Background: an optimization exercise with open tools, aiming at small area and a short achievable clock period. Do not read the settings as production practice. No functional check of the RTL was part of this run.

File: flow/run.sh
#!/bin/bash
# synth_recipe.tcl (not shown) runs the flow's synth.tcl, then flattens the netlist and writes it again
# the make line also repeats each setting of config.mk as NAME=value (left out here)
make -C /OpenROAD-flow-scripts/flow DESIGN_CONFIG=/design/flow/config.mk WORK_HOME=/design/flow/orfs CLKGATE_MAP_FILE= SYNTH_SCRIPT=/design/flow/synth_recipe.tcl finish
File: flow/design.v
`timescale 1ns / 1ps
module lab4_2( 
              input wire      mode,
              input wire[2:0] opCode,
              input wire[3:0] value,
              input clk,
              input reset,
              output reg[9:0] result,
              output reg cacheFull,
              output reg invalidOp,
              output reg overflow);
	reg [9:0] p1;
	reg [5:0] j;
	reg       w;
	reg [5:0] size;
	reg [3:0] offset;
	reg [2:0] ops  [0:31];
	reg [3:0] vals [0:31];
	reg [2:0] op;
	reg [3:0] v;
	reg       is_setr;	 
	wire in_ok   = ~(opCode[1] & opCode[0]);
	wire load_ok = ~mode & in_ok & ~size[5];
	wire [31:0] dec = 32'd1 << size[4:0];
	wire [31:0] wen;
	l42_wen wdec (.ld(load_ok), .dec(dec), .en(wen));
	genvar e;
	generate
		for (e = 0; e < 32; e = e + 1) begin : wr
			always @(posedge clk) begin
				if (wen[e]) begin
					ops[e]  <= opCode;
					vals[e] <= value;
				end
			end
		end
	endgenerate
	wire is_add2 = ~op[2] & op[0];
	wire is_fma  = ~op[2] & op[1];
	wire [11:0] sadd = {2'b00, result} + (is_add2 ? {2'b00, p1} : 12'd0) + {8'd0, v};
	wire [10:0] tf;
	l42_mac mac (.a(result), .b(p1), .v(v), .t(tf));
	reg big;
	integer m;
	always @(*) begin
		big = 1'b0;
		for (m = 1; m < 10; m = m + 1)
			big = big | ((|(result >> m)) & (|(p1 >> (10 - m))));
	end
	reg [3:0] popc;
	integer q;
	always @(*) begin
		popc = 4'd0;
		for (q = 0; q < 10; q = q + 1) popc = popc + result[q];
	end
	wire [9:0] brev = {result[0], result[1], result[2], result[3], result[4],
	                   result[5], result[6], result[7], result[8], result[9]};
	wire       fsel = mode & is_fma;
	wire [9:0] oth_res = (mode & ~is_setr) ? (op[2] ? (op[0] ? brev : {6'd0, popc}) : sadd[9:0]) : result;
	wire       oth_ovf = mode & (is_setr ? overflow : (~op[2] & (sadd[11] | sadd[10])));
	wire [9:0] res_d;
	wire       ovf_d;
	l42_fin fin (.sel(fsel), .t(tf), .big(big), .o_res(oth_res), .o_ovf(oth_ovf), .res(res_d), .ovf(ovf_d));
	wire [3:0] off_new = is_setr ? v : offset;
	wire [5:0] i_new = w ? {2'b00, off_new} : j;
	wire       off_lt = size[5] | ({1'b0, off_new} < size[4:0]);
	wire       j_lt   = size[5] | (j[4:0] < size[4:0]);
	wire       f_valid = w ? off_lt : j_lt;
	wire [223:0] flat;
	generate
		for (e = 0; e < 32; e = e + 1) begin : rd
			assign flat[7*e +: 7] = {ops[e], vals[e]};
		end
	endgenerate
	wire [6:0] rdq;
	l42_rd rdm (.m(flat), .idx(i_new[4:0]), .q(rdq));
	wire [2:0] f_op = f_valid ? rdq[6:4] : 3'b000;
	wire [3:0] f_v  = f_valid ? rdq[3:0] : 4'b0000;
	wire [5:0] j_new = i_new + 6'd1;
	wire       w_new = w ? ({2'b00, off_new} + 6'd1 == size) : (j + 6'd1 == size);
	wire [5:0] s_inc = size + 6'd1;
	always @(posedge clk or posedge reset) begin
		if (reset) begin
			result <= 10'd0; overflow <= 1'b0;
		end else begin
			result <= res_d;
			overflow <= ovf_d;
		end
	end
	always @(posedge clk or posedge reset) begin
		if (reset) begin
			p1 <= 10'd0; j <= 6'd1; w <= 1'b0; size <= 6'd0; offset <= 4'd0;
			cacheFull <= 1'b0; invalidOp <= 1'b0;
			op <= 3'b000; v <= 4'b0000; is_setr <= 1'b0;
		end else if (~mode) begin
			invalidOp <= ~in_ok;
			if (in_ok) begin
				if (size[5]) cacheFull <= 1'b1;
				else begin
					size <= s_inc;
					w <= (j == s_inc);
				end
			end
			if (load_ok && j[4:0] == s_inc[4:0]) begin
				op <= opCode;
				v <= value;
				is_setr <= opCode[2] & opCode[1];
			end
		end else begin
			invalidOp <= 1'b0;
			offset <= off_new;
			j <= j_new;
			w <= w_new;
			op <= f_op;
			v <= f_v;
			is_setr <= f_op[2] & f_op[1];
			if (!is_setr) p1 <= result;
		end
	end
endmodule
module l42_wen(input wire ld, input wire [31:0] dec, output wire [31:0] en);
	assign en = dec & {32{ld}};
endmodule
module l42_rd(input wire [223:0] m, input wire [4:0] idx, output wire [6:0] q);
	genvar b, g;
	generate
		for (b = 0; b < 7; b = b + 1) begin : rb
			wire [7:0] l1;
			wire [1:0] l2;
			for (g = 0; g < 8; g = g + 1) begin : grp
				l42_m4 m1 (.d({m[7*(4*g+3)+b], m[7*(4*g+2)+b], m[7*(4*g+1)+b], m[7*(4*g)+b]}),
				           .s(idx[1:0]), .y(l1[g]));
			end
			l42_m4 m2a (.d(l1[3:0]), .s(idx[3:2]), .y(l2[0]));
			l42_m4 m2b (.d(l1[7:4]), .s(idx[3:2]), .y(l2[1]));
			assign q[b] = idx[4] ? l2[1] : l2[0];
		end
	endgenerate
endmodule
module l42_m4(input wire [3:0] d, input wire [1:0] s, output wire y);
	assign y = d[s];
endmodule
module l42_fin(input wire sel, input wire [10:0] t, input wire big,
               input wire [9:0] o_res, input wire o_ovf,
               output wire [9:0] res, output wire ovf);
	assign res = sel ? t[9:0] : o_res;
	assign ovf = sel ? (big | t[10]) : o_ovf;
endmodule
module l42_mac(input wire [9:0] a, input wire [9:0] b, input wire [3:0] v, output wire [10:0] t);
	wire [11:0] ae = {2'b00, a};
	wire [10:0] bb = {1'b0, b};
	wire one0 = ae[0] ^ 1'b0;
	wire two0 = (ae[1] & ~ae[0] & ~1'b0) | (~ae[1] & ae[0] & 1'b0);
	wire neg0 = ae[1];
	wire pp0_0;
	l42_pp upp0_0 (.one(one0), .two(two0), .neg(neg0), .x1(bb[0]), .x0(1'b0), .y(pp0_0));
	wire pp0_1;
	l42_pp upp0_1 (.one(one0), .two(two0), .neg(neg0), .x1(bb[1]), .x0(bb[0]), .y(pp0_1));
	wire pp0_2;
	l42_pp upp0_2 (.one(one0), .two(two0), .neg(neg0), .x1(bb[2]), .x0(bb[1]), .y(pp0_2));
	wire pp0_3;
	l42_pp upp0_3 (.one(one0), .two(two0), .neg(neg0), .x1(bb[3]), .x0(bb[2]), .y(pp0_3));
	wire pp0_4;
	l42_pp upp0_4 (.one(one0), .two(two0), .neg(neg0), .x1(bb[4]), .x0(bb[3]), .y(pp0_4));
	wire pp0_5;
	l42_pp upp0_5 (.one(one0), .two(two0), .neg(neg0), .x1(bb[5]), .x0(bb[4]), .y(pp0_5));
	wire pp0_6;
	l42_pp upp0_6 (.one(one0), .two(two0), .neg(neg0), .x1(bb[6]), .x0(bb[5]), .y(pp0_6));
	wire pp0_7;
	l42_pp upp0_7 (.one(one0), .two(two0), .neg(neg0), .x1(bb[7]), .x0(bb[6]), .y(pp0_7));
	wire pp0_8;
	l42_pp upp0_8 (.one(one0), .two(two0), .neg(neg0), .x1(bb[8]), .x0(bb[7]), .y(pp0_8));
	wire pp0_9;
	l42_pp upp0_9 (.one(one0), .two(two0), .neg(neg0), .x1(bb[9]), .x0(bb[8]), .y(pp0_9));
	wire pp0_10;
	l42_pp upp0_10 (.one(one0), .two(two0), .neg(neg0), .x1(bb[10]), .x0(bb[9]), .y(pp0_10));
	wire one1 = ae[2] ^ ae[1];
	wire two1 = (ae[3] & ~ae[2] & ~ae[1]) | (~ae[3] & ae[2] & ae[1]);
	wire neg1 = ae[3];
	wire pp1_2;
	l42_pp upp1_2 (.one(one1), .two(two1), .neg(neg1), .x1(bb[0]), .x0(1'b0), .y(pp1_2));
	wire pp1_3;
	l42_pp upp1_3 (.one(one1), .two(two1), .neg(neg1), .x1(bb[1]), .x0(bb[0]), .y(pp1_3));
	wire pp1_4;
	l42_pp upp1_4 (.one(one1), .two(two1), .neg(neg1), .x1(bb[2]), .x0(bb[1]), .y(pp1_4));
	wire pp1_5;
	l42_pp upp1_5 (.one(one1), .two(two1), .neg(neg1), .x1(bb[3]), .x0(bb[2]), .y(pp1_5));
	wire pp1_6;
	l42_pp upp1_6 (.one(one1), .two(two1), .neg(neg1), .x1(bb[4]), .x0(bb[3]), .y(pp1_6));
	wire pp1_7;
	l42_pp upp1_7 (.one(one1), .two(two1), .neg(neg1), .x1(bb[5]), .x0(bb[4]), .y(pp1_7));
	wire pp1_8;
	l42_pp upp1_8 (.one(one1), .two(two1), .neg(neg1), .x1(bb[6]), .x0(bb[5]), .y(pp1_8));
	wire pp1_9;
	l42_pp upp1_9 (.one(one1), .two(two1), .neg(neg1), .x1(bb[7]), .x0(bb[6]), .y(pp1_9));
	wire pp1_10;
	l42_pp upp1_10 (.one(one1), .two(two1), .neg(neg1), .x1(bb[8]), .x0(bb[7]), .y(pp1_10));
	wire one2 = ae[4] ^ ae[3];
	wire two2 = (ae[5] & ~ae[4] & ~ae[3]) | (~ae[5] & ae[4] & ae[3]);
	wire neg2 = ae[5];
	wire pp2_4;
	l42_pp upp2_4 (.one(one2), .two(two2), .neg(neg2), .x1(bb[0]), .x0(1'b0), .y(pp2_4));
	wire pp2_5;
	l42_pp upp2_5 (.one(one2), .two(two2), .neg(neg2), .x1(bb[1]), .x0(bb[0]), .y(pp2_5));
	wire pp2_6;
	l42_pp upp2_6 (.one(one2), .two(two2), .neg(neg2), .x1(bb[2]), .x0(bb[1]), .y(pp2_6));
	wire pp2_7;
	l42_pp upp2_7 (.one(one2), .two(two2), .neg(neg2), .x1(bb[3]), .x0(bb[2]), .y(pp2_7));
	wire pp2_8;
	l42_pp upp2_8 (.one(one2), .two(two2), .neg(neg2), .x1(bb[4]), .x0(bb[3]), .y(pp2_8));
	wire pp2_9;
	l42_pp upp2_9 (.one(one2), .two(two2), .neg(neg2), .x1(bb[5]), .x0(bb[4]), .y(pp2_9));
	wire pp2_10;
	l42_pp upp2_10 (.one(one2), .two(two2), .neg(neg2), .x1(bb[6]), .x0(bb[5]), .y(pp2_10));
	wire one3 = ae[6] ^ ae[5];
	wire two3 = (ae[7] & ~ae[6] & ~ae[5]) | (~ae[7] & ae[6] & ae[5]);
	wire neg3 = ae[7];
	wire pp3_6;
	l42_pp upp3_6 (.one(one3), .two(two3), .neg(neg3), .x1(bb[0]), .x0(1'b0), .y(pp3_6));
	wire pp3_7;
	l42_pp upp3_7 (.one(one3), .two(two3), .neg(neg3), .x1(bb[1]), .x0(bb[0]), .y(pp3_7));
	wire pp3_8;
	l42_pp upp3_8 (.one(one3), .two(two3), .neg(neg3), .x1(bb[2]), .x0(bb[1]), .y(pp3_8));
	wire pp3_9;
	l42_pp upp3_9 (.one(one3), .two(two3), .neg(neg3), .x1(bb[3]), .x0(bb[2]), .y(pp3_9));
	wire pp3_10;
	l42_pp upp3_10 (.one(one3), .two(two3), .neg(neg3), .x1(bb[4]), .x0(bb[3]), .y(pp3_10));
	wire one4 = ae[8] ^ ae[7];
	wire two4 = (ae[9] & ~ae[8] & ~ae[7]) | (~ae[9] & ae[8] & ae[7]);
	wire neg4 = ae[9];
	wire pp4_8;
	l42_pp upp4_8 (.one(one4), .two(two4), .neg(neg4), .x1(bb[0]), .x0(1'b0), .y(pp4_8));
	wire pp4_9;
	l42_pp upp4_9 (.one(one4), .two(two4), .neg(neg4), .x1(bb[1]), .x0(bb[0]), .y(pp4_9));
	wire pp4_10;
	l42_pp upp4_10 (.one(one4), .two(two4), .neg(neg4), .x1(bb[2]), .x0(bb[1]), .y(pp4_10));
	wire one5 = ae[10] ^ ae[9];
	wire two5 = (ae[11] & ~ae[10] & ~ae[9]) | (~ae[11] & ae[10] & ae[9]);
	wire neg5 = ae[11];
	wire pp5_10;
	l42_pp upp5_10 (.one(one5), .two(two5), .neg(neg5), .x1(bb[0]), .x0(1'b0), .y(pp5_10));
	wire s0 = pp0_6 ^ pp1_6;
	wire c0 = pp0_6 & pp1_6;
	wire s1 = pp0_7 ^ pp1_7;
	wire c1 = pp0_7 & pp1_7;
	wire s2 = pp0_8 ^ pp1_8 ^ pp2_8;
	wire c2 = (pp0_8 & pp1_8) | (pp0_8 & pp2_8) | (pp1_8 & pp2_8);
	wire s3 = pp3_8 ^ pp4_8;
	wire c3 = pp3_8 & pp4_8;
	wire s4 = pp0_9 ^ pp1_9 ^ pp2_9;
	wire c4 = (pp0_9 & pp1_9) | (pp0_9 & pp2_9) | (pp1_9 & pp2_9);
	wire s5 = pp3_9 ^ pp4_9;
	wire c5 = pp3_9 & pp4_9;
	wire s6 = pp0_10 ^ pp1_10 ^ pp2_10;
	wire c6 = (pp0_10 & pp1_10) | (pp0_10 & pp2_10) | (pp1_10 & pp2_10);
	wire s7 = pp3_10 ^ pp4_10 ^ pp5_10;
	wire c7 = (pp3_10 & pp4_10) | (pp3_10 & pp5_10) | (pp4_10 & pp5_10);
	wire s8 = pp0_2 ^ pp1_2;
	wire c8 = pp0_2 & pp1_2;
	wire s9 = pp0_3 ^ pp1_3;
	wire c9 = pp0_3 & pp1_3;
	wire s10 = pp0_4 ^ pp1_4 ^ pp2_4;
	wire c10 = (pp0_4 & pp1_4) | (pp0_4 & pp2_4) | (pp1_4 & pp2_4);
	wire s11 = pp0_5 ^ pp1_5;
	wire c11 = pp0_5 & pp1_5;
	wire s12 = s0 ^ pp2_6 ^ pp3_6;
	wire c12 = (s0 & pp2_6) | (s0 & pp3_6) | (pp2_6 & pp3_6);
	wire s13 = s1 ^ pp2_7 ^ pp3_7;
	wire c13 = (s1 & pp2_7) | (s1 & pp3_7) | (pp2_7 & pp3_7);
	wire s14 = s2 ^ s3 ^ neg4;
	wire c14 = (s2 & s3) | (s2 & neg4) | (s3 & neg4);
	wire s15 = s4 ^ s5 ^ c2;
	wire c15 = (s4 & s5) | (s4 & c2) | (s5 & c2);
	wire s16 = s6 ^ s7 ^ c4;
	wire c16 = (s6 & s7) | (s6 & c4) | (s7 & c4);
	wire s17 = pp0_0 ^ neg0;
	wire c17 = pp0_0 & neg0;
	wire s18 = pp0_1 ^ v[1];
	wire c18 = pp0_1 & v[1];
	wire s19 = s8 ^ neg1 ^ v[2];
	wire c19 = (s8 & neg1) | (s8 & v[2]) | (neg1 & v[2]);
	wire s20 = s9 ^ v[3] ^ c8;
	wire c20 = (s9 & v[3]) | (s9 & c8) | (v[3] & c8);
	wire s21 = s10 ^ neg2 ^ c9;
	wire c21 = (s10 & neg2) | (s10 & c9) | (neg2 & c9);
	wire s22 = s11 ^ pp2_5 ^ c10;
	wire c22 = (s11 & pp2_5) | (s11 & c10) | (pp2_5 & c10);
	wire s23 = s12 ^ neg3 ^ c11;
	wire c23 = (s12 & neg3) | (s12 & c11) | (neg3 & c11);
	wire s24 = s13 ^ c0 ^ c12;
	wire c24 = (s13 & c0) | (s13 & c12) | (c0 & c12);
	wire s25 = s14 ^ c1 ^ c13;
	wire c25 = (s14 & c1) | (s14 & c13) | (c1 & c13);
	wire s26 = s15 ^ c3 ^ c14;
	wire c26 = (s15 & c3) | (s15 & c14) | (c3 & c14);
	wire s27 = s16 ^ c5 ^ c15;
	wire c27 = (s16 & c5) | (s16 & c15) | (c5 & c15);
	wire [10:0] x = {s27, s26, s25, s24, s23, s22, s21, s20, s19, s18, s17};
	wire [10:0] y = {c26, c25, c24, c23, c22, c21, c20, c19, c18, c17, v[0]};
	l42_add11 add (.x(x), .y(y), .s(t));
endmodule
module l42_add11(input wire [10:0] x, input wire [10:0] y, output wire [10:0] s);
	wire [10:0] g0 = x & y;
	wire [10:0] p0 = x ^ y;
	wire g1_1 = g0[1] | (p0[1] & g0[0]);
	wire p1_1 = p0[1] & p0[0];
	wire g1_3 = g0[3] | (p0[3] & g0[2]);
	wire p1_3 = p0[3] & p0[2];
	wire g1_5 = g0[5] | (p0[5] & g0[4]);
	wire p1_5 = p0[5] & p0[4];
	wire g1_7 = g0[7] | (p0[7] & g0[6]);
	wire p1_7 = p0[7] & p0[6];
	wire g1_9 = g0[9] | (p0[9] & g0[8]);
	wire p1_9 = p0[9] & p0[8];
	wire g2_2 = g0[2] | (p0[2] & g1_1);
	wire p2_2 = p0[2] & p1_1;
	wire g2_3 = g1_3 | (p1_3 & g1_1);
	wire p2_3 = p1_3 & p1_1;
	wire g2_6 = g0[6] | (p0[6] & g1_5);
	wire p2_6 = p0[6] & p1_5;
	wire g2_7 = g1_7 | (p1_7 & g1_5);
	wire p2_7 = p1_7 & p1_5;
	wire g2_10 = g0[10] | (p0[10] & g1_9);
	wire p2_10 = p0[10] & p1_9;
	wire g3_4 = g0[4] | (p0[4] & g2_3);
	wire p3_4 = p0[4] & p2_3;
	wire g3_5 = g1_5 | (p1_5 & g2_3);
	wire p3_5 = p1_5 & p2_3;
	wire g3_6 = g2_6 | (p2_6 & g2_3);
	wire p3_6 = p2_6 & p2_3;
	wire g3_7 = g2_7 | (p2_7 & g2_3);
	wire p3_7 = p2_7 & p2_3;
	wire g4_8 = g0[8] | (p0[8] & g3_7);
	wire p4_8 = p0[8] & p3_7;
	wire g4_9 = g1_9 | (p1_9 & g3_7);
	wire p4_9 = p1_9 & p3_7;
	wire g4_10 = g2_10 | (p2_10 & g3_7);
	wire p4_10 = p2_10 & p3_7;
	assign s[0] = p0[0];
	assign s[1] = p0[1] ^ g0[0];
	assign s[2] = p0[2] ^ g1_1;
	assign s[3] = p0[3] ^ g2_2;
	assign s[4] = p0[4] ^ g2_3;
	assign s[5] = p0[5] ^ g3_4;
	assign s[6] = p0[6] ^ g3_5;
	assign s[7] = p0[7] ^ g3_6;
	assign s[8] = p0[8] ^ g3_7;
	assign s[9] = p0[9] ^ g4_8;
	assign s[10] = p0[10] ^ g4_9;
endmodule
module l42_pp(input wire one, input wire two, input wire neg, input wire x1, input wire x0, output wire y);
	assign y = ((one & x1) | (two & x0)) ^ neg;
endmodule
File: flow/constraint.sdc
create_clock -name core_clock -period 8.0 [get_ports {clk}]
set_input_delay 1.6000 -clock core_clock [delete_from_list [all_inputs] [get_ports {clk}]]
set_output_delay 1.6000 -clock core_clock [all_outputs]
set_load 0.01 [all_outputs]
File: flow/config.mk
export PLATFORM = sky130hd
export DESIGN_NAME = lab4_2
export DESIGN_NICKNAME = lab4_2
export VERILOG_FILES = /design/flow/design.v
export SDC_FILE = /design/flow/constraint.sdc
export NUM_CORES = 4
export LEC_CHECK = 0
export CAP_MARGIN = 20
export CORE_MARGIN = 2
export CORE_UTILIZATION = 40
export CTS_BUF_LIST = sky130_fd_sc_hd__clkbuf_16
export CTS_CLUSTER_DIAMETER = 100
export CTS_CLUSTER_SIZE = 22
export SETUP_SLACK_MARGIN = 4.5
export SLEW_MARGIN = 20
export SYNTH_HIERARCHICAL = 1
export SYNTH_MINIMUM_KEEP_SIZE = 0
==> impl_metrics.py <==
metrics = {
    "grt": {
        "grt_util_all_layers_pct": 17.54,
        "first_global_vias": 8801,
        "grt_start_max_net_pins": 60,
        "grt_pass1_wl_mm": 51.94,
        "grt_antenna_before_repair": 0,
        "globalRoute.totalOverflow": 0,
    },
    "critical_path": {
        "r2r-start": "result[1]$_DFF_PP0_",
        "r2r_cells": 16,
        "cp.arrival_ps": 4540,
        "cp.required_ps": 8390,
        "critPathLaunch": "result[1]$_DFF_PP0_",
        "r2r_setup_slack_ps": 3850,
        "critPathKind": "reg -> reg",
        "timing.critical_path.to": "result[9]$_DFF_PP0_",
        "cp-start-kind": "register",
        "cp_max_fo": 6,
        "end_kind": "register",
        "r2r_end": "result[9]$_DFF_PP0_",
    },
    "timing": {
        "hold_viol": 0,
        "slew_headroom_pct": 41.73,
        "period_share_pct": 51.87,
        "fin_skew_ps": 16.74,
        "maxSlewViolCount": 0,
        "rsz0062_at_grt": "yes",
        "setup_viol": 0,
        "post-route-min-period_ps": 4149,
        "fmax_ghz": 0.2410,
        "worst_pin_slew_ps": 872.1,
        "tns_ps": 0,
    },
    "layout": {
        "nFillCells": 3192,
        "multiInputGateArea_sq_mm": 0.006739,
        "areaGrowthSynthToFinish_pct": 15.22,
        "drive_gt1_share_pct": 30.22,
        "regArea_sq_mm": 0.007959,
        "antenna_cells": 0,
        "nNetsFinal": 1190,
    },
    "clock_tree": {
        "ctsRootBufferMaster": "clkbuf_16",
        "cts_tree": "built",
        "insertion_delay_ps": 510,
        "numCtsBuffers": 17,
        "cts_htree_levels": 1,
        "clkTransAtPathRegs_ps": 90,
        "clock_sinks": 272,
        "clk_path_buf_depth": 3,
        "holdBufCountCts": 0,
    },
    "floorplanning": {
        "start_util_pct": 40.30,
        "io_pins": 23,
        "die_height_um": 195.4,
        "fp-row-count": 70,
        "dieArea_sq_mm": 0.03817,
        "core_area_sq_mm": 0.03635,
        "die_w_um": 195.4,
    },
    "detailed_routing": {
        "drc": 0,
        "wl_per_cell_um": 21.14,
        "drt_iter0_markers": 601,
        "vias_per_cell": 5.473,
        "via_count": 8593,
        "antenna_left": 0,
        "drtPass1Iterations": 5,
        "wirelength_mm": 33.19,
    },
    "logic_synthesis": {
        "synth_warnings": 9,
        "netlist_instances": 1001,
        "ys_top_cells_by_count": "edfxtp_1, inv_1, mux4_2",
        "ys_async_sr_fraction_pct": 17.65,
        "synth_top_area_share_pct": 45.92,
        "synth_edf_count": 224,
        "synth_most_common_cell": "edfxtp_1",
        "synth.area.top_cells": "edfxtp_1, mux4_2, dfrtp_1",
        "synth_area_leader_cell": "edfxtp_1",
        "synth-seq-cells": 272,
        "syn_avg_cell_area_sq_um": 14.63,
        "netlist_area_sq_mm": 0.01465,
        "ys.flop_type": "edfxtp_1",
        "synth_cell_types": 64,
        "ys_seq_area_share_pct": 54.13,
    },
    "place": {
        "port_buffers": 22,
        "dp_hpwl_mm": 21.26,
        "gp_congestion": 0.8139,
    },
    "run": {
        "maxCapViolations": 0,
    },
    "outcome": {
        "run_status": "timing/DRC/antenna clean",
    },
    "min_path": {
        "hp-class": "reg -> reg",
    },
}
Yosys stat by module, one instance, submodules excluded, excerpt:
module | area [sq um] | cells inside
l42_m4 | 22.52 | 1
l42_rd | 116.4 | 8
l42_add11 | 417.9 | 52
l42_fin | 166.4 | 14
l42_wen | 255.2 | 35
l42_pp | 21.27 | 2
critical path: stages (launching register included):
cell and delay [ps]:
dfrtp_4 520, or3_4 350, o21ai_4 120, buf_6 160, a22oi_2 50, xnor2_1 160
ha_1 290, inv_2 40, fa_1 490, inv_2 40, fa_2 560, ha_4 210
o21ai_4 190, a21oi_4 70, fa_2 350, xor2_2 170, mux2_4 260
sequential cells by signal (all words and copies together) (netlist names):
name       count
cacheFull      1
invalidOp      1
is_setr        1
j              6
offset         4
op             3
ops           96
overflow       1
p1            10
result        10
size           6
v              4
vals         128
w              1
per-stage QoR:
stage | utilization, % | instances | area (sq um) | setup slack (ps) | hold WS, ps
4_1_cts | 45.69 | 1553 | 16610 | 3885 | 543.9
5_1_grt | 46.44 | 1570 | 16880 | 3685 | 557.6
3_5_place_dp | 42.94 | 1487 | 15610 | 3203 | 523.6
6_report | 46.44 | 1570 | 16880 | 3851 | 522.1
2_1_floorplan | - | 1009 | 14830 | 3915 | 488.6
3_3_place_gp | 42.94 | 1487 | 15610 | 3285 | 510.2
area by class of cell:
type	instances	area share, %
sequential	272	47.15
multi-input combinational	641	39.93
timing repair buffer	93	4.959
tap	468	3.469
clock buffer	17	2.520
inverter	72	1.616
clock inverter	7	0.3558
cell families after synthesis:
family | Yosys count | synth area share, %
DFF | 272 | 54.13
muxes | 109 | 14.07
AOI/OAI and AO/OA | 149 | 8.046
and+or+nand+nor | 210 | 7.414
buffers and inverters | 97 | 2.725
other | 1 | 0.02560
adders and majority gates | 83 | 8.627
xor gates and xnor gates | 80 | 4.971
cells in the final DEF (no fill, tap or decap), drive strengths merged, types with 6 or more instances in the layout:
cell             n
fa              30
xnor2           63
and2            44
clkdlybuf4s50   22
buf             71
nor3             8
inv             78
mux2            24
edfxtp         224
mux2i           15
nand4            6
ha              53
dfrtp           47
nand3           15
a21oi           31
xor2            15
o21ai           33
o211ai           7
a22oi           36
and3            12
nand2b           7
nor2            51
o22ai           10
nand2           49
conb             9
clkbuf          17
mux4            70
worst min path at each step:
stage	startpoint	to	slack [ps]	cells after the start
after global placement	offset[1]$_DFFE_PP0P_	offset[1]$_DFFE_PP0P_	510	2
after detailed placement	offset[1]$_DFFE_PP0P_	offset[1]$_DFFE_PP0P_	520	2
after floorplan	offset[1]$_DFFE_PP0P_	offset[1]$_DFFE_PP0P_	490	2
after global routing	cacheFull$_DFFE_PP0P_	cacheFull$_DFFE_PP0P_	560	1
final	cacheFull$_DFFE_PP0P_	cacheFull$_DFFE_PP0P_	520	1
after CTS	cacheFull$_DFFE_PP0P_	cacheFull$_DFFE_PP0P_	540	1
metal layers:
metal / GRT usage (%) / up-vias / wire length, um
li1: - / 3943 / -
met3: 1.865 / 26 / 1087
met2: 30.13 / 159 / 16560
met5: 0 / - / 0
met4: 2.290 / 0 / 373
met1: 24.84 / 4465 / 15180
repair_timing:
action,in CTS,in global routing
gates cloned,0,1
buffers inserted,42,16
resized for setup,50,29
pin swaps,23,22
endpoints found under the setup margin,244,230

## separate check: timing with driven ports
The flow's constraints put no driver on any port. The routed layout listed below was extracted and timed again, unchanged, in two steps.
Step 1: set_driving_cell puts a clkbuf_16 on clk and a buf_2 on each other input, an assumption about the parent block.
Step 2 also shifts input and output timing later by t, the mid clock arrival at the registers, as if the neighbouring blocks saw the same clock.
Slacks: no drivers / after step 1 / after step 2; pairs: no drivers / after step 1.
shift t [ns]: 0.550
setup WS [ns]: 3.851 / 3.851 / 3.851
worst slew at a driven data input, ns: 0.03
After both steps setup and hold are still met in this run. For this run, drivers alone change the setup slack by 0.000 ns; drivers and shift together by 0.000 ns.
